Source: an optimization exercise on an open RTL-to-GDS flow (aim: small area). Production flows keep margins and buffers that such runs may drop.
Only simulation tests tie the RTL to the original design; equivalence was not proved.
The flow treats the clock pin as an ideal source, which a real chip does not have.

==> design.v <==
module fir_filter(
    input              clk,
    input              n_rst,
    input  signed [7:0] din,
    output reg signed [7:0] dout
);
reg [7:0] d0;
reg [7:0] d1;
reg [7:0] d2;
reg [7:0] d3;
reg [7:0] d4;
reg [7:0] d5;
reg [7:0] d6;
reg [7:0] d7;
reg [7:0] d8;
reg [7:0] d9;
reg [7:0] d10;
reg [7:0] d11;
reg [7:0] d12;
reg [7:0] d13;
reg [15:0] m;
wire n1, n2, n3, n4, n5, n6, n7, n8, n9, n10, n11, n12, n13, n14, n15, n16, n17, n18, n19, n20, n21, n22, n23, n24, n25, n26, n27, n28, n29, n30, n31, n32, n33, n34, n35, n36, n37, n38, n39, n40, n41, n42, n43, n44, n45, n46, n47, n48, n49, n50, n51, n52, n53, n54, n55, n56, n57, n58, n59, n60, n61, n62, n63, n64, n65, n66, n67, n68, n69, n70, n71, n72, n73, n74, n75, n76, n77, n78, n79, n80, n81, n82, n83, n84, n85, n86, n87, n88, n89, n90, n91, n92, n93, n94, n95, n96, n97, n98, n99, n100, n101, n102, n103, n104, n105, n106, n107, n108, n109, n110, n111, n112, n113, n114, n115, n116, n117, n118, n119, n120, n121, n122, n123, n124, n125, n126, n127, n128, n129, n130, n131, n132, n133, n134, n135, n136, n137, n138, n139, n140, n141, n142, n143, n144, n145, n146, n147, n148, n149, n150, n151, n152, n153, n154, n155, n156, n157, n158, n159, n160, n161, n162, n163, n164, n165, n166, n167, n168, n169, n170, n171, n172, n173, n174, n175, n176, n177, n178, n179, n180, n181, n182, n183, n184, n185, n186, n187, n188, n189, n190, n191, n192, n193, n194, n195, n196, n197, n198, n199, n200, n201, n202, n203, n204, n205, n206, n207, n208, n209, n210, n211, n212, n213, n214, n215, n216, n217, n218, n219, n220, n221, n222, n223, n224, n225, n226, n227, n228, n229, n230, n231, n232, n233, n234, n235, n236, n237, n238, n239, n240, n241, n242, n243, n244, n245, n246, n247, n248, n249, n250, n251, n252, n253, n254, n255, n256, n257, n258, n259, n260, n261, n262, n263, n264, n265, n266, n267, n268, n269, n270, n271, n272, n273, n274, n275, n276, n277, n278, n279, n280, n281, n282, n283, n284, n285, n286, n287, n288, n289, n290, n291, n292, n293, n294, n295, n296, n297, n298, n299, n300, n301, n302, n303, n304, n305, n306, n307, n308, n309, n310, n311, n312, n313, n314, n315, n316, n317, n318, n319, n320, n321, n322, n323, n324, n326, n328, n330, n332, n334, n336, n338, n340, n342, n343, n344, n345, n346, n347, n348, n349, n350, n351, n352, n353, n354, n355, n356, n357, n358, n359, n360, n361, n362, n363, n364, n365, n366, n367, n368, n369, n370;
assign n1 = ~(d1[0] ^ d13[0]);
assign n2 = d1[0] | d13[0];
assign n3 = d1[1] ^ d13[1] ^ n2;
assign n4 = (d1[1] & d13[1]) | (n2 & (d1[1] ^ d13[1]));
assign n5 = d1[2] ^ d13[2] ^ n4;
assign n6 = (d1[2] & d13[2]) | (n4 & (d1[2] ^ d13[2]));
assign n7 = d1[3] ^ d13[3] ^ n6;
assign n8 = (d1[3] & d13[3]) | (n6 & (d1[3] ^ d13[3]));
assign n9 = d1[4] ^ d13[4] ^ n8;
assign n10 = (d1[4] & d13[4]) | (n8 & (d1[4] ^ d13[4]));
assign n11 = d1[5] ^ d13[5];
assign n12 = d1[5] & d13[5];
assign n13 = d1[6] ^ d13[6] ^ n12;
assign n14 = (d1[6] & d13[6]) | (n12 & (d1[6] ^ d13[6]));
assign n15 = d1[7] ^ d13[7] ^ n14;
assign n16 = (d1[7] & d13[7]) | (n14 & (d1[7] ^ d13[7]));
assign n17 = d2[0] ^ d12[0];
assign n18 = d2[0] & d12[0];
assign n19 = d2[1] ^ d12[1] ^ n18;
assign n20 = (d2[1] & d12[1]) | (n18 & (d2[1] ^ d12[1]));
assign n21 = d2[2] ^ d12[2] ^ n20;
assign n22 = (d2[2] & d12[2]) | (n20 & (d2[2] ^ d12[2]));
assign n23 = d2[3] ^ d12[3] ^ n22;
assign n24 = (d2[3] & d12[3]) | (n22 & (d2[3] ^ d12[3]));
assign n25 = d2[4] ^ d12[4] ^ n24;
assign n26 = (d2[4] & d12[4]) | (n24 & (d2[4] ^ d12[4]));
assign n27 = d2[5] ^ d12[5] ^ n26;
assign n28 = (d2[5] & d12[5]) | (n26 & (d2[5] ^ d12[5]));
assign n29 = d2[6] ^ d12[6] ^ n28;
assign n30 = (d2[6] & d12[6]) | (n28 & (d2[6] ^ d12[6]));
assign n31 = d2[7] ^ d12[7] ^ n30;
assign n32 = (d2[7] & d12[7]) | (n30 & (d2[7] ^ d12[7]));
assign n33 = d4[0] ^ d10[0];
assign n34 = d4[0] & d10[0];
assign n35 = d4[1] ^ d10[1] ^ n34;
assign n36 = (d4[1] & d10[1]) | (n34 & (d4[1] ^ d10[1]));
assign n37 = d4[2] ^ d10[2] ^ n36;
assign n38 = (d4[2] & d10[2]) | (n36 & (d4[2] ^ d10[2]));
assign n39 = d4[3] ^ d10[3] ^ n38;
assign n40 = (d4[3] & d10[3]) | (n38 & (d4[3] ^ d10[3]));
assign n41 = d4[4] ^ d10[4] ^ n40;
assign n42 = (d4[4] & d10[4]) | (n40 & (d4[4] ^ d10[4]));
assign n43 = d4[5] ^ d10[5] ^ n42;
assign n44 = (d4[5] & d10[5]) | (n42 & (d4[5] ^ d10[5]));
assign n45 = d4[6] ^ d10[6] ^ n44;
assign n46 = (d4[6] & d10[6]) | (n44 & (d4[6] ^ d10[6]));
assign n47 = d4[7] ^ d10[7] ^ n46;
assign n48 = (d4[7] & d10[7]) | (n46 & (d4[7] ^ d10[7]));
assign n49 = ~(d5[0] ^ d9[0]);
assign n50 = d5[0] | d9[0];
assign n51 = d5[1] ^ d9[1] ^ n50;
assign n52 = (d5[1] & d9[1]) | (n50 & (d5[1] ^ d9[1]));
assign n53 = d5[2] ^ d9[2] ^ n52;
assign n54 = (d5[2] & d9[2]) | (n52 & (d5[2] ^ d9[2]));
assign n55 = d5[3] ^ d9[3] ^ n54;
assign n56 = (d5[3] & d9[3]) | (n54 & (d5[3] ^ d9[3]));
assign n57 = d5[4] ^ d9[4];
assign n58 = d5[4] & d9[4];
assign n59 = d5[5] ^ d9[5] ^ n58;
assign n60 = (d5[5] & d9[5]) | (n58 & (d5[5] ^ d9[5]));
assign n61 = d5[6] ^ d9[6] ^ n60;
assign n62 = (d5[6] & d9[6]) | (n60 & (d5[6] ^ d9[6]));
assign n63 = d5[7] ^ d9[7] ^ n62;
assign n64 = (d5[7] & d9[7]) | (n62 & (d5[7] ^ d9[7]));
assign n65 = d6[0] ^ d8[0];
assign n66 = d6[0] & d8[0];
assign n67 = d6[1] ^ d8[1] ^ n66;
assign n68 = (d6[1] & d8[1]) | (n66 & (d6[1] ^ d8[1]));
assign n69 = d6[2] ^ d8[2] ^ n68;
assign n70 = (d6[2] & d8[2]) | (n68 & (d6[2] ^ d8[2]));
assign n71 = d6[3] ^ d8[3] ^ n70;
assign n72 = (d6[3] & d8[3]) | (n70 & (d6[3] ^ d8[3]));
assign n73 = d6[4] ^ d8[4] ^ n72;
assign n74 = (d6[4] & d8[4]) | (n72 & (d6[4] ^ d8[4]));
assign n75 = d6[5] ^ d8[5] ^ n74;
assign n76 = (d6[5] & d8[5]) | (n74 & (d6[5] ^ d8[5]));
assign n77 = d6[6] ^ d8[6] ^ n76;
assign n78 = (d6[6] & d8[6]) | (n76 & (d6[6] ^ d8[6]));
assign n79 = d6[7] ^ d8[7] ^ n78;
assign n80 = (d6[7] & d8[7]) | (n78 & (d6[7] ^ d8[7]));
assign n81 = ~n17;
assign n82 = ~n19;
assign n83 = ~n21;
assign n84 = ~n23;
assign n85 = ~n25;
assign n86 = ~n27;
assign n87 = ~n29;
assign n88 = ~n31;
assign n89 = ~n32;
assign n90 = ~(n33 ^ n81);
assign n91 = n33 | n81;
assign n92 = n35 ^ n82 ^ n91;
assign n93 = (n35 & n82) | (n91 & (n35 ^ n82));
assign n94 = n37 ^ n83 ^ n93;
assign n95 = (n37 & n83) | (n93 & (n37 ^ n83));
assign n96 = n39 ^ n84 ^ n95;
assign n97 = (n39 & n84) | (n95 & (n39 ^ n84));
assign n98 = n41 ^ n85 ^ n97;
assign n99 = (n41 & n85) | (n97 & (n41 ^ n85));
assign n100 = n43 ^ n86 ^ n99;
assign n101 = (n43 & n86) | (n99 & (n43 ^ n86));
assign n102 = n45 ^ n87 ^ n101;
assign n103 = (n45 & n87) | (n101 & (n45 ^ n87));
assign n104 = n47 ^ n88 ^ n103;
assign n105 = (n47 & n88) | (n103 & (n47 ^ n88));
assign n106 = n48 ^ n89 ^ n105;
assign n107 = (n48 & n89) | (n105 & (n48 ^ n89));
assign n108 = ~d7[0];
assign n109 = ~d7[1];
assign n110 = ~d7[2];
assign n111 = ~d7[3];
assign n112 = ~d7[4];
assign n113 = ~d7[5];
assign n114 = ~d7[6];
assign n115 = ~d7[7];
assign n116 = ~n1;
assign n117 = ~n3;
assign n118 = ~n5;
assign n119 = ~n7;
assign n120 = ~n9;
assign n121 = ~n10;
assign n122 = ~n13;
assign n123 = ~n15;
assign n124 = ~n16;
assign n125 = ~n11;
assign n126 = ~n65;
assign n127 = ~n67;
assign n128 = ~n69;
assign n129 = ~n71;
assign n130 = ~n73;
assign n131 = ~n75;
assign n132 = ~n77;
assign n133 = ~n79;
assign n134 = ~n80;
assign n135 = n109 ^ n65;
assign n136 = n109 & n65;
assign n137 = n110 ^ n136 ^ n90;
assign n138 = (n110 & n136) | (n90 & (n110 ^ n136));
assign n139 = n67 ^ n137;
assign n140 = n67 & n137;
assign n141 = n111 ^ n116 ^ n138;
assign n142 = (n111 & n116) | (n138 & (n111 ^ n116));
assign n143 = n69 ^ n92 ^ n140;
assign n144 = (n69 & n92) | (n140 & (n69 ^ n92));
assign n145 = n141 ^ n143;
assign n146 = n141 & n143;
assign n147 = n112 ^ n49 ^ n116;
assign n148 = (n112 & n49) | (n116 & (n112 ^ n49));
assign n149 = n81 ^ n126 ^ n117;
assign n150 = (n81 & n126) | (n117 & (n81 ^ n126));
assign n151 = n147 ^ n149 ^ n142;
assign n152 = (n147 & n149) | (n142 & (n147 ^ n149));
assign n153 = n71 ^ n94 ^ n144;
assign n154 = (n71 & n94) | (n144 & (n71 ^ n94));
assign n155 = n151 ^ n146 ^ n153;
assign n156 = (n151 & n146) | (n153 & (n151 ^ n146));
assign n157 = n113 ^ n33 ^ n51;
assign n158 = (n113 & n33) | (n51 & (n113 ^ n33));
assign n159 = n148 ^ n82 ^ n117;
assign n160 = (n148 & n82) | (n117 & (n148 ^ n82));
assign n161 = n127 ^ n157 ^ n118;
assign n162 = (n127 & n157) | (n118 & (n127 ^ n157));
assign n163 = n150 ^ n159 ^ n161;
assign n164 = (n150 & n159) | (n161 & (n150 ^ n159));
assign n165 = n152 ^ n73 ^ n96;
assign n166 = (n152 & n73) | (n96 & (n152 ^ n73));
assign n167 = n163 ^ n154 ^ n165;
assign n168 = (n163 & n154) | (n165 & (n163 ^ n154));
assign n169 = n156 ^ n100;
assign n170 = n156 & n100;
assign n171 = n114 ^ n49 ^ n35;
assign n172 = (n114 & n49) | (n35 & (n114 ^ n49));
assign n173 = n158 ^ n53 ^ n171;
assign n174 = (n158 & n53) | (n171 & (n158 ^ n53));
assign n175 = n83 ^ n118 ^ n128;
assign n176 = (n83 & n118) | (n128 & (n83 ^ n118));
assign n177 = n160 ^ n119 ^ n162;
assign n178 = (n160 & n119) | (n162 & (n160 ^ n119));
assign n179 = n173 ^ n175 ^ n164;
assign n180 = (n173 & n175) | (n164 & (n173 ^ n175));
assign n181 = n177 ^ n75 ^ n166;
assign n182 = (n177 & n75) | (n166 & (n177 ^ n75));
assign n183 = n98 ^ n179 ^ n168;
assign n184 = (n98 & n179) | (n168 & (n98 ^ n179));
assign n185 = n181 ^ n170 ^ n102;
assign n186 = (n181 & n170) | (n102 & (n181 ^ n170));
assign n187 = d7[0] ^ n115 ^ n65;
assign n188 = (d7[0] & n115) | (n65 & (d7[0] ^ n115));
assign n189 = n51 ^ n187 ^ n172;
assign n190 = (n51 & n187) | (n172 & (n51 ^ n187));
assign n191 = n37 ^ n55 ^ n189;
assign n192 = (n37 & n55) | (n189 & (n37 ^ n55));
assign n193 = n174 ^ n84 ^ n119;
assign n194 = (n174 & n84) | (n119 & (n174 ^ n84));
assign n195 = n129 ^ n176 ^ n178;
assign n196 = (n129 & n176) | (n178 & (n129 ^ n176));
assign n197 = n120 ^ n191 ^ n193;
assign n198 = (n120 & n191) | (n193 & (n120 ^ n191));
assign n199 = n180 ^ n195 ^ n197;
assign n200 = (n180 & n195) | (n197 & (n180 ^ n195));
assign n201 = n77 ^ n182 ^ n100;
assign n202 = (n77 & n182) | (n100 & (n77 ^ n182));
assign n203 = n199 ^ n184 ^ n201;
assign n204 = (n199 & n184) | (n201 & (n199 ^ n184));
assign n205 = ~(n104 ^ n186);
assign n206 = n104 | n186;
assign n207 = d7[1] ^ n57 ^ n125;
assign n208 = (d7[1] & n57) | (n125 & (d7[1] ^ n57));
assign n209 = n67 ^ n188 ^ n207;
assign n210 = (n67 & n188) | (n207 & (n67 ^ n188));
assign n211 = n53 ^ n209 ^ n56;
assign n212 = (n53 & n209) | (n56 & (n53 ^ n209));
assign n213 = n190 ^ n39 ^ n211;
assign n214 = (n190 & n39) | (n211 & (n190 ^ n39));
assign n215 = n121 ^ n192 ^ n194;
assign n216 = (n121 & n192) | (n194 & (n121 ^ n192));
assign n217 = n85 ^ n120 ^ n130;
assign n218 = (n85 & n120) | (n130 & (n85 ^ n120));
assign n219 = n213 ^ n196 ^ n198;
assign n220 = (n213 & n196) | (n198 & (n213 ^ n196));
assign n221 = n215 ^ n217 ^ n200;
assign n222 = (n215 & n217) | (n200 & (n215 ^ n217));
assign n223 = n219 ^ n79 ^ n102;
assign n224 = (n219 & n79) | (n102 & (n219 ^ n79));
assign n225 = n202 ^ n221 ^ n204;
assign n226 = (n202 & n221) | (n204 & (n202 ^ n221));
assign n227 = n223 ^ n206 ^ n106;
assign n228 = (n223 & n206) | (n106 & (n223 ^ n206));
assign n229 = d7[2] ^ n125 ^ n59;
assign n230 = (d7[2] & n125) | (n59 & (d7[2] ^ n125));
assign n231 = n122 ^ n208 ^ n69;
assign n232 = (n122 & n208) | (n69 & (n122 ^ n208));
assign n233 = n229 ^ n210 ^ n55;
assign n234 = (n229 & n210) | (n55 & (n229 ^ n210));
assign n235 = n231 ^ n212 ^ n41;
assign n236 = (n231 & n212) | (n41 & (n231 ^ n212));
assign n237 = n121 ^ n233 ^ n214;
assign n238 = (n121 & n233) | (n214 & (n121 ^ n233));
assign n239 = n235 ^ n216 ^ n86;
assign n240 = (n235 & n216) | (n86 & (n235 ^ n216));
assign n241 = n131 ^ n218 ^ n237;
assign n242 = (n131 & n218) | (n237 & (n131 ^ n218));
assign n243 = n220 ^ n239 ^ n80;
assign n244 = (n220 & n239) | (n80 & (n220 ^ n239));
assign n245 = n241 ^ n222 ^ n243;
assign n246 = (n241 & n222) | (n243 & (n241 ^ n222));
assign n247 = n104 ^ n224 ^ n245;
assign n248 = (n104 & n224) | (n245 & (n104 ^ n224));
assign n249 = n107 ^ n226 ^ n247;
assign n250 = (n107 & n226) | (n247 & (n107 ^ n226));
assign n251 = d7[3] ^ n57 ^ n122;
assign n252 = (d7[3] & n57) | (n122 & (d7[3] ^ n57));
assign n253 = n230 ^ n61 ^ n123;
assign n254 = (n230 & n61) | (n123 & (n230 ^ n61));
assign n255 = n251 ^ n56 ^ n71;
assign n256 = (n251 & n56) | (n71 & (n251 ^ n56));
assign n257 = n232 ^ n253 ^ n234;
assign n258 = (n232 & n253) | (n234 & (n232 ^ n253));
assign n259 = n255 ^ n43 ^ n236;
assign n260 = (n255 & n43) | (n236 & (n255 ^ n43));
assign n261 = n257 ^ n238 ^ n259;
assign n262 = (n257 & n238) | (n259 & (n257 ^ n238));
assign n263 = n87 ^ n132 ^ n240;
assign n264 = (n87 & n132) | (n240 & (n87 ^ n132));
assign n265 = n242 ^ n261 ^ n263;
assign n266 = (n242 & n261) | (n263 & (n242 ^ n261));
assign n267 = n244 ^ n265 ^ n246;
assign n268 = (n244 & n265) | (n246 & (n244 ^ n265));
assign n269 = n106 ^ n248 ^ n267;
assign n270 = (n106 & n248) | (n267 & (n106 ^ n248));
assign n271 = ~(d7[4] ^ n59);
assign n272 = d7[4] | n59;
assign n273 = n271 ^ n124 ^ n123;
assign n274 = (n271 & n124) | (n123 & (n271 ^ n124));
assign n275 = n252 ^ n63 ^ n254;
assign n276 = (n252 & n63) | (n254 & (n252 ^ n63));
assign n277 = n273 ^ n73 ^ n256;
assign n278 = (n273 & n73) | (n256 & (n273 ^ n73));
assign n279 = n275 ^ n258 ^ n277;
assign n280 = (n275 & n258) | (n277 & (n275 ^ n258));
assign n281 = n45 ^ n260 ^ n279;
assign n282 = (n45 & n260) | (n279 & (n45 ^ n260));
assign n283 = n262 ^ n88 ^ n133;
assign n284 = (n262 & n88) | (n133 & (n262 ^ n88));
assign n285 = n264 ^ n281 ^ n266;
assign n286 = (n264 & n281) | (n266 & (n264 ^ n281));
assign n287 = n283 ^ n107 ^ n285;
assign n288 = (n283 & n107) | (n285 & (n283 ^ n107));
assign n289 = n268 ^ n287;
assign n290 = n268 & n287;
assign n291 = d7[5] ^ n272 ^ n61;
assign n292 = (d7[5] & n272) | (n61 & (d7[5] ^ n272));
assign n293 = n124 ^ n64 ^ n291;
assign n294 = (n124 & n64) | (n291 & (n124 ^ n64));
assign n295 = n274 ^ n276 ^ n293;
assign n296 = (n274 & n276) | (n293 & (n274 ^ n276));
assign n297 = n75 ^ n278 ^ n295;
assign n298 = (n75 & n278) | (n295 & (n75 ^ n278));
assign n299 = n280 ^ n297 ^ n47;
assign n300 = (n280 & n297) | (n47 & (n280 ^ n297));
assign n301 = n89 ^ n134 ^ n282;
assign n302 = (n89 & n134) | (n282 & (n89 ^ n134));
assign n303 = n299 ^ n284 ^ n301;
assign n304 = (n299 & n284) | (n301 & (n299 ^ n284));
assign n305 = n286 ^ n303 ^ n288;
assign n306 = (n286 & n303) | (n288 & (n286 ^ n303));
assign n307 = d7[6] ^ n63 ^ n292;
assign n308 = (d7[6] & n63) | (n292 & (d7[6] ^ n63));
assign n309 = n294 ^ n307 ^ n296;
assign n310 = (n294 & n307) | (n296 & (n294 ^ n307));
assign n311 = n77 ^ n298 ^ n309;
assign n312 = (n77 & n298) | (n309 & (n77 ^ n298));
assign n313 = n48 ^ n311 ^ n300;
assign n314 = (n48 & n311) | (n300 & (n48 ^ n311));
assign n315 = n302 ^ n313 ^ n304;
assign n316 = (n302 & n313) | (n304 & (n302 ^ n313));
assign n317 = d7[7] ^ n64 ^ n308;
assign n318 = (d7[7] & n64) | (n308 & (d7[7] ^ n64));
assign n319 = n317 ^ n310 ^ n79;
assign n320 = (n317 & n310) | (n79 & (n317 ^ n310));
assign n321 = n312 ^ n319 ^ n314;
assign n322 = (n312 & n319) | (n314 & (n312 ^ n319));
assign n323 = n318 ^ n80 ^ n320;
assign n324 = (n318 & n80) | (n320 & (n318 ^ n80));
assign n326 = n108 | n90;
assign n328 = (n135 & n326) | (n92 & (n135 ^ n326));
assign n330 = (n139 & n94) | (n328 & (n139 ^ n94));
assign n332 = (n96 & n330) | (n145 & (n96 ^ n330));
assign n334 = (n98 & n332) | (n155 & (n98 ^ n332));
assign n336 = (n167 & n334) | (n169 & (n167 ^ n334));
assign n338 = (n183 & n336) | (n185 & (n183 ^ n336));
assign n340 = (n203 & n205) | (n338 & (n203 ^ n205));
assign n342 = (n225 & n227) | (n340 & (n225 ^ n227));
assign n343 = m[0] ^ m[1] ^ m[2];
assign n344 = (m[0] & m[1]) | (m[2] & (m[0] ^ m[1]));
assign n345 = m[3] ^ m[4] ^ n344;
assign n346 = (m[3] & m[4]) | (n344 & (m[3] ^ m[4]));
assign n347 = m[5] ^ m[6] ^ n346;
assign n348 = (m[5] & m[6]) | (n346 & (m[5] ^ m[6]));
assign n349 = m[7] ^ m[8] ^ n348;
assign n350 = (m[7] & m[8]) | (n348 & (m[7] ^ m[8]));
assign n351 = m[9] ^ m[10] ^ n350;
assign n352 = (m[9] & m[10]) | (n350 & (m[9] ^ m[10]));
assign n353 = m[11] ^ m[12] ^ n352;
assign n354 = (m[11] & m[12]) | (n352 & (m[11] ^ m[12]));
assign n355 = ~(m[13] ^ m[14]);
assign n356 = m[13] | m[14];
assign n357 = n355 ^ n354;
assign n358 = n355 & n354;
assign n359 = m[15] ^ n356 ^ n358;
assign n360 = (m[15] & n356) | (n358 & (m[15] ^ n356));
assign n361 = ~n360;
assign n362 = n361 ^ n359;
assign n363 = n362 ? n359 : n345;
assign n364 = n362 ? n359 : n347;
assign n365 = n362 ? n359 : n349;
assign n366 = n362 ? n359 : n351;
assign n367 = n362 ? n359 : n353;
assign n368 = n362 ? n359 : n357;
assign n369 = n362 | n343;
assign n370 = ~din[7];
always @(posedge clk or negedge n_rst) begin
    if (!n_rst) begin
        d0 <= 8'h80;
        d1 <= 8'h80;
        d2 <= 8'h80;
        d3 <= 8'h80;
        d4 <= 8'h80;
        d5 <= 8'h80;
        d6 <= 8'h80;
        d7 <= 8'h80;
        d8 <= 8'h80;
        d9 <= 8'h80;
        d10 <= 8'h80;
        d11 <= 8'h80;
        d12 <= 8'h80;
        d13 <= 8'h80;
        m <= 16'ha000;
        dout <= 8'sd0;
    end else begin
        d0[0] <= din[0];
        d0[1] <= din[1];
        d0[2] <= din[2];
        d0[3] <= din[3];
        d0[4] <= din[4];
        d0[5] <= din[5];
        d0[6] <= din[6];
        d0[7] <= n370;
        d1[0] <= d0[0];
        d1[1] <= d0[1];
        d1[2] <= d0[2];
        d1[3] <= d0[3];
        d1[4] <= d0[4];
        d1[5] <= d0[5];
        d1[6] <= d0[6];
        d1[7] <= d0[7];
        d2[0] <= d1[0];
        d2[1] <= d1[1];
        d2[2] <= d1[2];
        d2[3] <= d1[3];
        d2[4] <= d1[4];
        d2[5] <= d1[5];
        d2[6] <= d1[6];
        d2[7] <= d1[7];
        d3[0] <= d2[0];
        d3[1] <= d2[1];
        d3[2] <= d2[2];
        d3[3] <= d2[3];
        d3[4] <= d2[4];
        d3[5] <= d2[5];
        d3[6] <= d2[6];
        d3[7] <= d2[7];
        d4[0] <= d3[0];
        d4[1] <= d3[1];
        d4[2] <= d3[2];
        d4[3] <= d3[3];
        d4[4] <= d3[4];
        d4[5] <= d3[5];
        d4[6] <= d3[6];
        d4[7] <= d3[7];
        d5[0] <= d4[0];
        d5[1] <= d4[1];
        d5[2] <= d4[2];
        d5[3] <= d4[3];
        d5[4] <= d4[4];
        d5[5] <= d4[5];
        d5[6] <= d4[6];
        d5[7] <= d4[7];
        d6[0] <= d5[0];
        d6[1] <= d5[1];
        d6[2] <= d5[2];
        d6[3] <= d5[3];
        d6[4] <= d5[4];
        d6[5] <= d5[5];
        d6[6] <= d5[6];
        d6[7] <= d5[7];
        d7[0] <= d6[0];
        d7[1] <= d6[1];
        d7[2] <= d6[2];
        d7[3] <= d6[3];
        d7[4] <= d6[4];
        d7[5] <= d6[5];
        d7[6] <= d6[6];
        d7[7] <= d6[7];
        d8[0] <= d7[0];
        d8[1] <= d7[1];
        d8[2] <= d7[2];
        d8[3] <= d7[3];
        d8[4] <= d7[4];
        d8[5] <= d7[5];
        d8[6] <= d7[6];
        d8[7] <= d7[7];
        d9[0] <= d8[0];
        d9[1] <= d8[1];
        d9[2] <= d8[2];
        d9[3] <= d8[3];
        d9[4] <= d8[4];
        d9[5] <= d8[5];
        d9[6] <= d8[6];
        d9[7] <= d8[7];
        d10[0] <= d9[0];
        d10[1] <= d9[1];
        d10[2] <= d9[2];
        d10[3] <= d9[3];
        d10[4] <= d9[4];
        d10[5] <= d9[5];
        d10[6] <= d9[6];
        d10[7] <= d9[7];
        d11[0] <= d10[0];
        d11[1] <= d10[1];
        d11[2] <= d10[2];
        d11[3] <= d10[3];
        d11[4] <= d10[4];
        d11[5] <= d10[5];
        d11[6] <= d10[6];
        d11[7] <= d10[7];
        d12[0] <= d11[0];
        d12[1] <= d11[1];
        d12[2] <= d11[2];
        d12[3] <= d11[3];
        d12[4] <= d11[4];
        d12[5] <= d11[5];
        d12[6] <= d11[6];
        d12[7] <= d11[7];
        d13[0] <= d12[0];
        d13[1] <= d12[1];
        d13[2] <= d12[2];
        d13[3] <= d12[3];
        d13[4] <= d12[4];
        d13[5] <= d12[5];
        d13[6] <= d12[6];
        d13[7] <= d12[7];
        m[0] <= n228;
        m[1] <= n249;
        m[2] <= n342;
        m[3] <= n250;
        m[4] <= n269;
        m[5] <= n270;
        m[6] <= n289;
        m[7] <= n290;
        m[8] <= n305;
        m[9] <= n315;
        m[10] <= n306;
        m[11] <= n321;
        m[12] <= n316;
        m[13] <= n323;
        m[14] <= n322;
        m[15] <= n324;
        dout[0] <= n369;
        dout[1] <= n363;
        dout[2] <= n364;
        dout[3] <= n365;
        dout[4] <= n366;
        dout[5] <= n367;
        dout[6] <= n368;
        dout[7] <= n361;
    end
end
endmodule
==> flow/run.sh <==
#!/bin/bash
# Own layout flow: the standard synthesis (unchanged) fixes the registers;
# its combinational logic is then replaced by the equivalent hand-built
# full-adder netlist from gen4.py, and the standard ORFS flow lays it out.
set -uo pipefail
HERE=$(pwd)
RES=$HERE/orfs/results/$FLOW_PLATFORM/fir_filter/base
bash standard.sh synth > synth_std.log 2>&1 || { echo "standard synthesis failed"; exit 1; }
cp $RES/1_2_yosys.v std_synth.v
python3 flow/gen4.py flow/spec.json gen_rtl.v own_net.v > gen.log 2>&1
if python3 flow/inject.py std_synth.v own_net.v injected.v > inject.log 2>&1; then
  cp injected.v $RES/1_2_yosys.v
  rm -f $RES/1_synth.odb $RES/1_synth.sdc
  bash standard.sh synth > synth_odb.log 2>&1 || { echo "odb from injected netlist failed"; exit 1; }
else
  echo "register mismatch, keeping the standard netlist" | tee -a inject.log
fi
# clock tree: no dummy balancing loads, small clock buffers
export CTS_ARGS="-sink_clustering_enable -repair_clock_nets -dont_use_dummy_load -root_buf sky130_fd_sc_hd__clkbuf_8 -buf_list sky130_fd_sc_hd__clkbuf_4"
# port buffers: the smallest buffer cell
export BUFFER_PORTS_ARGS="-buffer_cell sky130_fd_sc_hd__buf_1"
export POST_CTS_TCL=$HERE/flow/post_cts.tcl
bash standard.sh > layout.log 2>&1
==> flow/gen4.py <==
#!/usr/bin/env python3
"""Generator for fir_filter (13-tap symmetric FIR, sky130hd).

Writes two files describing the same circuit:
  * rtl  : plain Verilog (registers + assign statements), the version's RTL
  * net  : the same logic as sky130_fd_sc_hd cells (full/half adders etc.)

Structure (two pipeline stages after the sample delay line):
  d0..d13 : sample delay line, d0 = newest sample. Bit 7 of every sample
            register holds the inverted sign bit, so sample value
            x = {~r[7], r[6:0]} - 128 (reset value of r[7] is 1 -> x = 0).
  stage 1 : S = sum c[k] * d[k+1] (k = 0..12) built as a carry-save tree of
            full adders; columns 0..8 are summed completely, columns 9..17
            are kept as (up to) two rows in registers ma / mb.
  stage 2 : dout <= sat((ma + mb) >> 0)  (the rows hold S[17:9])
"""
import sys, json

AREA = {"fa_1": 20.0192, "ha_1": 12.512, "maj3_1": 10.0096, "and2_1": 6.256,
        "xor2_1": 8.7584, "xnor2_1": 8.7584, "or2_1": 6.256, "inv_1": 3.7536,
        "mux2_1": 11.2608, "dfrtp_1": 25.024, "conb_1": 3.7536, "nor2_1": 3.7536,
        "nand2_1": 3.7536, "dfstp_1": 26.2752, "a21oi_1": 5.0048, "o21ai_0": 5.0048,
        "mux2i_1": 10.0096, "xnor3_1": 22.5216, "xor3_1": 23.7728}
DLY = {"fa_s": 0.45, "fa_c": 0.38, "ha_s": 0.28, "ha_c": 0.20, "g": 0.12, "x2": 0.25, "o2": 0.20}
W = 18
CLKQ = 0.35

class Bit:
    __slots__ = ("net", "neg", "t")
    def __init__(s, net, neg=False, t=CLKQ):
        s.net, s.neg, s.t = net, neg, t

# cell functions as verilog expressions (for the RTL)
FUN = {
    "fa_1":   {"SUM": "{A} ^ {B} ^ {CIN}", "COUT": "({A} & {B}) | ({CIN} & ({A} ^ {B}))"},
    "ha_1":   {"SUM": "{A} ^ {B}", "COUT": "{A} & {B}"},
    "maj3_1": {"X": "({A} & {B}) | ({C} & ({A} ^ {B}))"},
    "and2_1": {"X": "{A} & {B}"},
    "or2_1":  {"X": "{A} | {B}"},
    "xor2_1": {"X": "{A} ^ {B}"},
    "xnor2_1": {"Y": "~({A} ^ {B})"},
    "inv_1":  {"Y": "~{A}"},
    "mux2_1": {"X": "{S} ? {A1} : {A0}"},
}
OUTS = {"SUM", "COUT", "X", "Y", "HI", "LO", "Q"}

class Builder:
    def __init__(s, spec):
        s.spec = spec
        s.cells = []
        s.n = 0
        s.K = 0
    def new(s):
        s.n += 1; return f"n{s.n}"
    def cell(s, typ, pins):
        s.cells.append([typ, pins])
    def fa(s, a, b, c):
        xs = [a, b, c]
        ks = [x for x in xs if x.net == "1'b1"]
        if ks:
            assert len(ks) == 1
            o = [x for x in xs if x.net != "1'b1"]
            return s.fa1(o[0], o[1])
        so, co = s.new(), s.new()
        s.cell("fa_1", {"A": a.net, "B": b.net, "CIN": c.net, "SUM": so, "COUT": co})
        t = max(a.t, b.t, c.t)
        return Bit(so, a.neg, t + DLY["fa_s"]), Bit(co, a.neg, t + DLY["fa_c"])
    def ha(s, a, b):
        if b.net == "1'b1": a, b = b, a
        if a.net == "1'b1":
            assert b.net != "1'b1"
            return s.inv(b), b
        so, co = s.new(), s.new()
        s.cell("ha_1", {"A": a.net, "B": b.net, "SUM": so, "COUT": co})
        t = max(a.t, b.t)
        return Bit(so, a.neg, t + DLY["ha_s"]), Bit(co, a.neg, t + DLY["ha_c"])
    def inv(s, a):
        y = s.new(); s.cell("inv_1", {"A": a.net, "Y": y})
        return Bit(y, a.neg, a.t + DLY["g"])
    def fa1(s, a, b):
        so, co = s.new(), s.new()
        s.cell("xnor2_1", {"A": a.net, "B": b.net, "Y": so})
        s.cell("or2_1", {"A": a.net, "B": b.net, "X": co})
        t = max(a.t, b.t)
        return Bit(so, False, t + DLY["x2"]), Bit(co, False, t + DLY["o2"])

    def ripple(s, bits_a, bits_b, lo, hi):
        """unsigned ripple add of positive bits in positions lo..hi (dicts pos->Bit);
        returns dict pos->Bit incl. carry at hi+1"""
        out = {}; c = None
        for p in range(lo, hi + 1):
            xs = [x for x in (bits_a.get(p), bits_b.get(p), c) if x is not None]
            if len(xs) == 3: sm, c = s.fa(*xs)
            elif len(xs) == 2: sm, c = s.ha(*xs)
            elif len(xs) == 1: sm, c = xs[0], None
            else: sm, c = None, None
            if sm is not None: out[p] = sm
        if c is not None: out[hi + 1] = c
        return out

    def ripple_cin(s, bits_a, bits_b, lo, hi):
        """ripple add with a carry-in of 1 at position lo"""
        out = {}; c = Bit("1'b1", False, 0.0)
        for p in range(lo, hi + 1):
            xs = [x for x in (bits_a.get(p), bits_b.get(p), c) if x is not None]
            if len(xs) == 3: sm, c = s.fa(*xs)
            elif len(xs) == 2: sm, c = s.ha(*xs)
            elif len(xs) == 1: sm, c = xs[0], None
            else: sm, c = None, None
            if sm is not None: out[p] = sm
        if c is not None: out[hi + 1] = c
        return out

    def column(s, p, cols, target):
        """reduce column p to `target` positive bits; carries to p+1"""
        col = cols.get(p, [])
        nxt = cols.setdefault(p + 1, [])
        while True:
            pos = sorted([b for b in col if not b.neg], key=lambda b: b.t)
            neg = sorted([b for b in col if b.neg], key=lambda b: b.t)
            if not neg and len(pos) <= target: break
            cand = []
            if len(neg) >= 3: cand.append((neg[2].t, "n"))
            if len(pos) >= 3 and (len(pos) + len(neg) > target + 1 or neg): cand.append((pos[2].t, "p"))
            if cand:
                cand.sort()
                grp = neg[:3] if cand[0][1] == "n" else pos[:3]
                for b in grp: col.remove(b)
                sm, cy = s.fa(*grp)
                col.append(sm); nxt.append(cy)
            elif neg:
                b = neg[0]; col.remove(b)
                nb = s.inv(b); nb.neg = False
                col.append(nb); s.K -= 1 << p
            elif len(pos) > target:
                if p in s.kbits:
                    s.kbits.discard(p)
                    sm, cy = s.fa1(pos[0], pos[1])
                else:
                    sm, cy = s.ha(pos[0], pos[1])
                    s.hacols = getattr(s, "hacols", []) + [p]
                col.remove(pos[0]); col.remove(pos[1]); col.append(sm); nxt.append(cy)
            else:
                break
        if p in s.kbits:
            s.kbits.discard(p)
            pos = sorted(col, key=lambda b: b.t)
            if s.spec.get("const_late") in (2, 3, 4):
                col.append(Bit("1'b1", False, 0.0))
            elif len(pos) == 0:
                col.append(Bit("1'b1", False, 0.0))
            elif len(pos) == 1:
                b = pos[0]; col.remove(b); col.append(s.inv(b)); nxt.append(b)
            else:
                sm, cy = s.fa1(pos[0], pos[1]); col.remove(pos[0]); col.remove(pos[1])
                col.append(sm); nxt.append(cy)
        cols[p] = col
        return col

    def build(s):
        spec = s.spec
        nodes = {}
        # sample j as unsigned {~s, x[6:0]}, value = u - 128
        for j in range(1, 14):
            nodes[f"x{j}"] = ({i: Bit(f"d{j}[{i}]") for i in range(8)}, -128)
        for name, (a, b), chunks, *popt in spec["pre"]:
            popt = popt[0] if popt else {}
            va, ka = nodes[a]; vb, kb = nodes[b]
            cins = popt.get("cin", [])   # chunk starts that take a carry-in of 1
            out = {}; extra = []
            lo = 0
            for hi in chunks:
                if lo in cins:
                    va = dict(va); va.setdefault(-1, None)
                    r = s.ripple_cin(va, vb, lo, hi)
                    ka -= 1 << lo
                else:
                    r = s.ripple(va, vb, lo, hi)
                for p, x in r.items():
                    if p in out: extra.append((p, x))
                    else: out[p] = x
                lo = hi + 1
            nodes[name] = (out, ka + kb, extra)
        comp = {}
        def cbit(x):
            if x.net not in comp: comp[x.net] = s.inv(x)
            return comp[x.net]
        for name, a, b in spec.get("sub", []):
            # name = a - b (ripple), a, b: pre-adder nodes (single row)
            assert not (len(nodes[a]) > 2 and nodes[a][2]) and not (len(nodes[b]) > 2 and nodes[b][2])
            va, ka = nodes[a][0], nodes[a][1]; vb, kb = nodes[b][0], nodes[b][1]
            w = max(max(va), max(vb)) + 1
            nb = {p: cbit(x) for p, x in vb.items()}
            for p in range(w):
                if p not in nb: nb[p] = None
            # a - b = a + ~b + 1 - 2^w  (b's bits complemented over w bits)
            vbc = {p: x for p, x in nb.items() if x is not None}
            r = s.ripple_cin(va, vbc, 0, w - 1)
            kconst = 0
            for p in range(w):
                if nb[p] is None: kconst += 1 << p   # ~0 = 1 at missing bits
            nodes[name] = (r, ka - kb + kconst + 1 - (1 << w) - 0, [])
            # value check: r = a_bits + ~b_bits(w) + 1 ; a - b = (a_bits+ka) - (b_bits+kb)
            # ~b_bits(w) = 2^w - 1 - b_bits  =>  a_bits - b_bits = r - 2^w
            nodes[name] = (r, ka - kb - (1 << w), [])
            if kconst:
                # missing positions were treated as absent: add them back as constant
                nodes[name] = (r, ka - kb - (1 << w) + kconst, [])
        for name, a, b, sh in spec.get("add", []):
            assert not (len(nodes[a]) > 2 and nodes[a][2]) and not (len(nodes[b]) > 2 and nodes[b][2])
            va, ka = nodes[a][0], nodes[a][1]; vb, kb = nodes[b][0], nodes[b][1]
            vbs = {p + sh: x for p, x in vb.items()}
            hi = max(max(va), max(vbs))
            r = s.ripple(va, vbs, 0, hi)
            nodes[name] = (r, ka + (kb << sh), [])
        cols = {}
        for nd, coef in spec["out"]:
            v = nodes[nd]
            vec, k = v[0], v[1]
            extra = v[2] if len(v) > 2 else []
            sh = abs(coef).bit_length() - 1
            assert abs(coef) == 1 << sh
            neg = coef < 0
            for p, x in list(vec.items()) + extra:
                if p + sh >= W: continue
                if neg:   # -b = ~b - 1
                    cols.setdefault(p + sh, []).append(cbit(x))
                    s.K -= 1 << (p + sh)
                else:
                    cols.setdefault(p + sh, []).append(x)
            s.K += coef * k
        # inversions of leftover negative bits (see column()) depend only on
        # the negative bit counts: account for them in K up front
        nn = {p: sum(1 for x in c if x.neg) for p, c in cols.items()}
        for p in range(W):
            n = nn.get(p, 0); f = 0
            while n >= 3: n -= 2; f += 1
            nn[p + 1] = nn.get(p + 1, 0) + f
            s.K -= n << p
        s.K %= 1 << W
        s.kbits = {p for p in range(W) if (s.K >> p) & 1}
        s.Kfinal = s.K
        cl = spec.get("const_late", False)
        if cl == 4:
            late = set(spec.get("late_cols", []))
            for p in [p for p in s.kbits if p not in late]:
                cols.setdefault(p, []).append(Bit("1'b1", False, 0.0))
                s.kbits.discard(p)
        elif not cl or cl == 3:
            lowmax = 9 if cl == 3 else W
            for p in [p for p in s.kbits if p < lowmax]:
                cols.setdefault(p, []).append(Bit("1'b1", False, 0.0))
                s.kbits.discard(p)
        s.Kpre = s.K; s.K = 0; s.Kinv = sum(0 for _ in ())
        s.rows = {}
        for p in range(W):
            tgt = 1 if p == W - 1 else 2
            s.column(p, cols, tgt)
        cols.pop(W, None)
        # carry of the low columns 0..8 into column 9 (only the carry is used)
        for p in range(9):
            col = cols.get(p, [])
            while len(col) >= 2:
                col.sort(key=lambda b: b.t)
                if len(col) >= 3:
                    sm, cy = s.fa(col[0], col[1], col[2]); col = col[3:] + [sm]
                else:
                    sm, cy = s.ha(col[0], col[1]); col = [sm]
                cols.setdefault(p + 1, []).append(cy)
            cols[p] = col
        # stage-1 carry-propagate where the bits are early enough: each
        # column so resolved needs one register instead of two
        bud = spec.get("res_budget", 0.0)
        for p in range(9, W):
            col = sorted(cols.get(p, []), key=lambda b: b.t)
            while len(col) >= 2:
                if len(col) >= 3:
                    t = col[2].t + DLY["fa_s"]
                    if t > bud: break
                    sm, cy = s.fa(col[0], col[1], col[2]); col = col[3:]
                else:
                    t = col[1].t + DLY["ha_s"]
                    if t > bud: break
                    sm, cy = s.ha(col[0], col[1]); col = col[2:]
                col.append(sm); col.sort(key=lambda b: b.t)
                if p + 1 < W: cols.setdefault(p + 1, []).append(cy)
            cols[p] = col
        for p in range(9, W):
            s.rows[p] = cols[p]
        return s

def stage2(b):
    """mid registers -> ripple -> sat -> dout"""
    mid = []   # (regname, src Bit, col)
    rows = b.rows
    cnt = {}
    for p in range(9, W):
        for x in rows[p]:
            mid.append((None, x, p))
    k = 0
    for i, (nm, x, p) in enumerate(mid):
        if x.net != "1'b1":
            mid[i] = (f"m[{k}]", x, p); k += 1
    # stage 2 ripple over registered bits
    cols = {}
    for nm, x, p in mid:
        cols.setdefault(p, []).append(Bit("1'b1", False, 0.0) if x.net == "1'b1" else Bit(nm, False, CLKQ))
    C = sum(1 << p for nm, x, p in mid if x.net == "1'b1")
    mid = [m for m in mid if m[1].net != "1'b1"]
    # reset values of the mid registers: their weighted sum plus the
    # constants must be 0 mod 2^W (S = 0 while the state is cleared)
    T = (-C) % (1 << W)
    best = None
    n = len(mid)
    import itertools
    # greedy over columns with carry: choose per column how many bits are set
    bycol = {}
    for i, (nm, x, p) in enumerate(mid): bycol.setdefault(p, []).append(i)
    def dfs(p, carry, chosen):
        nonlocal best
        if p == W:
            if best is None or len(chosen) < len(best): best = list(chosen)
            return
        idx = bycol.get(p, [])
        for k in range(len(idx) + 1):
            tot = carry + k
            if (tot & 1) != ((T >> p) & 1): continue
            dfs(p + 1, tot >> 1, chosen + idx[:k])
    dfs(9, 0, [])
    assert best is not None, "no reset encoding"
    b.setregs = set(mid[i][0] for i in best)
    S = {}
    for p in range(9, W):
        col = cols.get(p, [])
        while len(col) >= 2:
            col.sort(key=lambda x: x.t)
            if len(col) >= 3:
                sm, cy = b.fa(col[0], col[1], col[2]); col = col[3:] + [sm]
            else:
                if p == W - 1 and "1'b1" in (col[0].net, col[1].net):
                    sm = b.inv([x for x in col if x.net != "1'b1"][0]); cy = None
                else:
                    sm, cy = b.ha(col[0], col[1])
                col = [sm]
            if p + 1 < W and cy is not None: cols.setdefault(p + 1, []).append(cy)
        if not col: raise RuntimeError("empty column")
        S[p] = col[0]
    sb = lambda p: S[p].net
    ovf = b.new(); b.cell("xor2_1", {"A": sb(17), "B": sb(16), "X": ovf})
    dn = [None] * 8
    dn[7] = sb(17)
    for i in range(1, 7):
        y = b.new(); b.cell("mux2_1", {"A0": sb(9 + i), "A1": sb(16), "S": ovf, "X": y}); dn[i] = y
    y = b.new(); b.cell("or2_1", {"A": ovf, "B": sb(9), "X": y}); dn[0] = y
    # registers: (cell, regbit name, D net, reset value)
    regs = []
    for j in range(14):
        for i in range(8):
            if j == 0:
                src = "din[7]" if i == 7 else f"din[{i}]"
            else:
                src = f"d{j-1}[{i}]"
            regs.append(("dfstp_1" if i == 7 else "dfrtp_1", f"d{j}[{i}]", src))
    for nm, x, p in mid:
        regs.append(("dfstp_1" if nm in b.setregs else "dfrtp_1", nm, x.net))
    for i in range(8):
        regs.append(("dfrtp_1", f"dout[{i}]", dn[i]))
    # din[7] must be inverted into d0[7]
    y = b.new(); b.cell("inv_1", {"A": "din[7]", "Y": y})
    regs = [(c, r, (y if r == "d0[7]" else d)) for c, r, d in regs]
    prune(b, set(r[2] for r in regs))
    return regs, mid

def prune(b, roots):
    changed = True
    while changed:
        changed = False
        used = set(roots)
        for typ, pins in b.cells:
            for p, n in pins.items():
                if p not in OUTS: used.add(n)
        new = []
        for c in b.cells:
            typ, pins = c
            outs = [p for p in pins if p in OUTS]
            live = [p for p in outs if pins[p] in used]
            if not live:
                changed = True; continue
            if typ == "fa_1" and live == ["COUT"]:
                c[0] = "maj3_1"; c[1] = {"A": pins["A"], "B": pins["B"], "C": pins["CIN"], "X": pins["COUT"]}; changed = True
            elif typ == "ha_1" and live == ["COUT"]:
                c[0] = "and2_1"; c[1] = {"A": pins["A"], "B": pins["B"], "X": pins["COUT"]}; changed = True
            elif typ == "ha_1" and live == ["SUM"]:
                c[0] = "xor2_1"; c[1] = {"A": pins["A"], "B": pins["B"], "X": pins["SUM"]}; changed = True
            elif typ == "xnor2_1" and False:
                pass
            new.append(c)
        b.cells = new

def regs_decl(regs):
    """group register bits by vector name -> width"""
    vec = {}
    for c, r, d in regs:
        nm, idx = r[:-1].split("[")
        vec.setdefault(nm, []).append(int(idx))
    return {k: max(v) + 1 for k, v in vec.items()}

def vnet(n):
    # nets named like d3[2], m0[4] are register outputs (vectors)
    return n

def write_rtl(b, regs, path, header):
    L = [header.rstrip(), "module fir_filter(",
         "    input              clk,",
         "    input              n_rst,",
         "    input  signed [7:0] din,",
         "    output reg signed [7:0] dout",
         ");", ""]
    vec = regs_decl(regs)
    for nm, w in vec.items():
        if nm == "dout": continue
        L.append(f"reg [{w-1}:0] {nm};")
    nets = sorted({n for typ, pins in b.cells for p, n in pins.items() if p in OUTS},
                  key=lambda n: int(n[1:]))
    L.append("wire " + ", ".join(nets) + ";")
    L.append("")
    for typ, pins in b.cells:
        for op, expr in FUN[typ].items():
            if op in pins:
                L.append(f"assign {pins[op]} = " + expr.format(**pins) + ";")
    L.append("")
    L.append("always @(posedge clk or negedge n_rst) begin")
    L.append("    if (!n_rst) begin")
    for nm, w in vec.items():
        rv = 0
        for c, r, d in regs:
            rn, idx = r[:-1].split("[")
            if rn == nm and c == "dfstp_1": rv |= 1 << int(idx)
        L.append(f"        {nm} <= {w}'h{rv:x};" if nm != "dout" else f"        dout <= 8'sd0;")
    L.append("    end else begin")
    for c, r, d in regs:
        L.append(f"        {r} <= {d};")
    L.append("    end")
    L.append("end")
    L.append("")
    L.append("endmodule")
    open(path, "w").write("\n".join(L) + "\n")

def esc(n):
    if "[" in n and not n.startswith(("din[", "dout[")):
        return "\\" + n + " "
    return n

def write_net(b, regs, path):
    L = ["module fir_filter(clk, n_rst, din, dout);",
         "  input clk;", "  input n_rst;", "  input [7:0] din;", "  output [7:0] dout;"]
    wires = set()
    for typ, pins in b.cells:
        wires |= set(pins.values())
    for c, r, d in regs: wires.add(r); wires.add(d)
    wires.discard("1'b1")
    for w in sorted(wires):
        if w.startswith(("din[", "dout[")): continue
        L.append(f"  wire {esc(w)};")
    for i, (typ, pins) in enumerate(b.cells):
        ps = ", ".join(f".{p}({esc(n)})" for p, n in pins.items())
        L.append(f"  sky130_fd_sc_hd__{typ} g{i} ({ps});")
    for c, r, d in regs:
        rst = "SET_B" if c == "dfstp_1" else "RESET_B"
        L.append(f"  sky130_fd_sc_hd__{c} \\{r}$_DFF_PN{'1' if c == 'dfstp_1' else '0'}_  (.CLK(clk), .D({esc(d)}), .Q({esc(r)}), .{rst}(n_rst));")
    L.append("endmodule")
    open(path, "w").write("\n".join(L) + "\n")

def area(b, regs):
    comb = sum(AREA[c[0]] for c in b.cells)
    return comb, comb + sum(AREA[r[0]] for r in regs)

if __name__ == "__main__":
    spec = json.load(open(sys.argv[1]))
    b = Builder(spec).build()
    regs, mid = stage2(b)
    from collections import Counter
    cnt = Counter(c[0] for c in b.cells)
    comb, tot = area(b, regs)
    print(f"regs {len(regs)} mid {len(mid)} comb {comb:.1f} total {tot:.1f} "
          f"mid_t {max(x.t for _, x, _ in mid):.2f}", dict(cnt), file=sys.stderr)
    if len(sys.argv) > 3:
        write_rtl(b, regs, sys.argv[2], open(sys.argv[4]).read() if len(sys.argv) > 4 else "")
        write_net(b, regs, sys.argv[3])
==> flow/inject.py <==
#!/usr/bin/env python3
"""Swap the combinational logic of the standard synthesis netlist for the
hand-built cell netlist made by gen4.py, keeping the standard synthesis's
registers: same instance names, same cell types, same count.

usage: inject.py STD_NETLIST OWN_NETLIST OUT_NETLIST
Exits non-zero (and writes nothing) if the registers do not match.
"""
import re, sys

FF = re.compile(r'^\s*sky130_fd_sc_hd__(df\w+)\s+\\(\S+)\$_DFF_(\w+)_\s*\(', re.M)

def regs(path):
    txt = open(path).read()
    out = {}
    for typ, bit, kind in FF.findall(txt):
        out[bit] = (typ, kind)
    return txt, out

std_txt, std = regs(sys.argv[1])
own_txt, own = regs(sys.argv[2])
base = lambda t: t.rsplit("_", 1)[0]
ok = True
if set(std) != set(own):
    print("register sets differ:", sorted(set(std) ^ set(own))[:20]); ok = False
for bit in set(std) & set(own):
    if base(std[bit][0]) != base(own[bit][0]) or std[bit][1] != own[bit][1]:
        print("register type differs:", bit, std[bit], own[bit]); ok = False
if not ok:
    sys.exit(1)

def fix(m):
    typ, bit, kind = m.group(1), m.group(2), m.group(3)
    styp, skind = std[bit]
    return m.group(0).replace("sky130_fd_sc_hd__" + typ, "sky130_fd_sc_hd__" + styp, 1)
out = FF.sub(fix, own_txt)
open(sys.argv[3], "w").write(out)
print(f"injected netlist with {len(std)} registers")
==> flow/post_cts.tcl <==
# After CTS: clock buffers (clkbuf_4) that drive many flip-flops are
# upsized to clkbuf_8 so that every flip-flop clock pin keeps a clean slew.
set upsized 0
foreach inst [get_cells -filter "ref_name == sky130_fd_sc_hd__clkbuf_4"] {
  set out [get_pins -of_objects $inst -filter "direction == output"]
  set net [get_nets -of_objects $out]
  if { $net == "" } { continue }
  set sinks [llength [get_pins -of_objects $net -filter "direction == input"]]
  if { $sinks >= 10 } {
    replace_cell $inst sky130_fd_sc_hd__clkbuf_8
    incr upsized
  }
}
puts "post_cts: upsized $upsized clock buffers"
if { $upsized > 0 } {
  detailed_placement
  check_placement -verbose
  estimate_parasitics -placement
}
==> flow/spec.json <==
{"pre": [["q0", ["x1", "x13"], [4, 7], {"cin": [0]}], ["q1", ["x2", "x12"], [7]], ["q3", ["x4", "x10"], [7]], ["q4", ["x5", "x9"], [3, 7], {"cin": [0]}], ["q5", ["x6", "x8"], [7]]], "out": [["q4", 64], ["q4", 16], ["x7", 128], ["x7", -1], ["q3", 32], ["q1", -16], ["dd", 4], ["dd", 1], ["q0", -16], ["q0", -8], ["q5", 128], ["q5", -16], ["q5", 2]], "sub": [["dd", "q3", "q1"]], "const_late": 4, "late_cols": [0, 7, 15, 17]}
==> standard.sh <==
#!/bin/bash
# synth_recipe.tcl (not shown) runs the flow's synth.tcl, then flattens the netlist and writes it again
# the make line also repeats each setting of config.mk as NAME=value (left out here)
make -C /OpenROAD-flow-scripts/flow DESIGN_CONFIG=/design/flow/config.mk WORK_HOME=/design/flow/orfs CLKGATE_MAP_FILE= SYNTH_SCRIPT=/design/flow/synth_recipe.tcl "${@:-finish}"
==> config.mk <==
export PLATFORM = sky130hd
export DESIGN_NAME = fir_filter
export DESIGN_NICKNAME = fir_filter
export VERILOG_FILES = /design/flow/design.v
export SDC_FILE = /design/flow/constraint.sdc
export NUM_CORES = 4
export LEC_CHECK = 0
export CAP_MARGIN = 20
export CORE_MARGIN = 2
export CORE_UTILIZATION = 70
export SLEW_MARGIN = 20
==> constraint.sdc <==
create_clock -name core_clock -period 6.0 [get_ports {clk}]
set_input_delay 1.2000 -clock core_clock [delete_from_list [all_inputs] [get_ports {clk}]]
set_output_delay 1.2000 -clock core_clock [all_outputs]
set_load 0.01 [all_outputs]
==> results.txt <==
-- worst paths after layout --
kind | startpoint | to | slack, ns | cells past startpoint
setup / recovery | d4[0] | m[8] | 0.28 | 12
hold / removal | d3[1] | d4[1] | 0.33 | 0
setup reg to reg | d4[0] | m[8] | 0.28 | 12
hold reg to reg | d3[1] | d4[1] | 0.33 | 0
max in group asynchronous | n_rst | d11[3] | 4.29 | 2
min in group asynchronous | n_rst | dout[1] | 0.60 | 1
-- area by class of cell --
class,count,share of cell area (%)
clock buffers,17,2.33
inverters,38,2.01
multi-input cells,176,43.9
flip-flops and latches,136,48.2
well taps,129,2.27
repair buffers,19,1.25
-- sequential cells by signal, indices dropped and copies added, names as in the netlist --
name,count
d0,8
d1,8
d5,8
d6,8
d2,8
d4,8
d13,8
d11,8
m,16
d9,8
d7,8
d12,8
d3,8
d8,8
dout,8
d10,8
-- routing by layer --
metal	vias up	share of wire (%)	track usage, %
met5	-	0	0
met1	1538	44	36.8
met4	0	1.9	8.11
met3	17	3.6	6.28
met2	39	50	36.1
li1	1125	-	-
-- metrics by stage --
| step | setup WS (ns) | hold slack, ns | instance area, sq um | util, % |
|---|---|---|---|---|
| 2_1_floorplan | 0.591 | 0.331 | 6690 | - |
| 3_3_place_gp | 0.332 | 0.331 | 6930 | 75.0 |
| 3_5_place_dp | 0.320 | 0.335 | 6930 | 75.0 |
| 5_1_grt | 0.178 | 0.344 | 7100 | 76.8 |
| 6_report | 0.285 | 0.330 | 7100 | 76.8 |
-- critical path, stage by stage, from the launching register on --
cell	delay [ns]
dfrtp_1	0.42
ha_1	0.23
fa_1	0.39
fa_1	0.40
fa_1	0.42
fa_1	0.65
fa_1	0.49
fa_1	0.46
fa_1	0.46
fa_1	0.39
fa_1	0.46
fa_1	0.39
fa_1	0.43
==> metrics.yaml <==
routing:
  drc_errors: 0
  avgRoutedWirePerCell_um: 20.3
  drtAntennaViolNets: 0
  drt_iter0_markers: 126
  wirelength_um: 10400
  vias: 2719
  viasPerCell: 5.28
  dr.pass1.iters: 4
cells_and_area:
  instances_no_fill: 515
  final_common_cell: "fa_1"
  fill_cells: 508
  multi_input_comb_area_sq_mm: 0.00312
  antenna_cells: 0
  syn_to_final_growth_pct: 6.21
  nets: 545
  regArea_sq_mm: 0.00342
  drive_gt1_share_pct: 9.33
  mostFrequentLayoutCells: "136 x fa_1, 120 x dfrtp_1, 38 x inv_1, 16 x dfstp_2, 16 x buf_1"
sta:
  fin_skew_ns: 0.0381
  maxSlewViolCount: 0
  tns_ns: 0
  period_share_pct: 95.3
  finalHoldViolations: 0
  rsz0062_at_grt: "false"
  setup_violations: 0
  worstMarginPinSlew_ns: 0.910
  period_needed_ns: 5.72
  relSlewSlack_pct: 39.3
  fmax_ghz: 0.175
job:
  cap_viol_max_count: 0
logic_synthesis:
  syn_inst: 350
  syn_avg_cell_area_sq_um: 19.1
  synth_nets: 507
  yosys_warnings: 1
  netlist_area_sq_mm: 0.00669
global_route:
  grt-ovfl-total: 0
  grt_pass1_vias: 3229
  grt_pass1_wl_um: 17100
  grt_max_degree: 78
  grtUsageTotal_pct: 24.3
  antenna_found_initial: 0
min_path:
  min_path_type: "register to register"
critical_path:
  cp_max_fo: 2
  critPathKind: "register to register"
  cp-start-kind: "register"
  required_ns: 6.26
  worstPathArrival_ns: 5.97
  end_kind: "register"
place:
  place.gp.congestion: 0.837
  hpwl_um: 8620
  numPortBuffers: 17
  placed_cells: 498
clock_network:
  clkSinkCount: 136
  clkTransAtPathRegs_ns: 0.09
  cts_tree: "built"
  clock_latency_ns: 0.40
floorplanning:
  rows: 35
  die_height_um: 102
  ios: 18
  start_util_pct: 72.3
  die_area_sq_mm: 0.0103
  die_width_um: 102
  core_sq_mm: 0.00924
run_status:
  status: "timing/DRC/antenna clean"

## separate check: timing with driven ports
How much do the figures lean on ideal ports? The routed layout below was timed once more, with nothing changed but the port constraints. Step 1 (the two cells are an assumption about what drives the block):
set clk [get_ports {clk}]
set_driving_cell -lib_cell sky130_fd_sc_hd__clkbuf_16 $clk
set_driving_cell -lib_cell sky130_fd_sc_hd__buf_2 [delete_from_list [all_inputs] $clk]
Step 2 times the ports against the registers' clock, not the clock port: input delays grow and output delays shrink by t, the midpoint of the rising clock arrivals with the driver on. Slacks: ideal ports / drivers / drivers and shift; pairs: ideal ports / drivers.
t (ns): 0.423
setup slack, ns: 0.285 / 0.285 / 0.285
clock arrival spread, ns: 0.038 / 0.038
After both steps this run still meets setup and hold. The setup slack of this run moves by 0.000 ns with the drivers and by 0.000 ns with both steps.
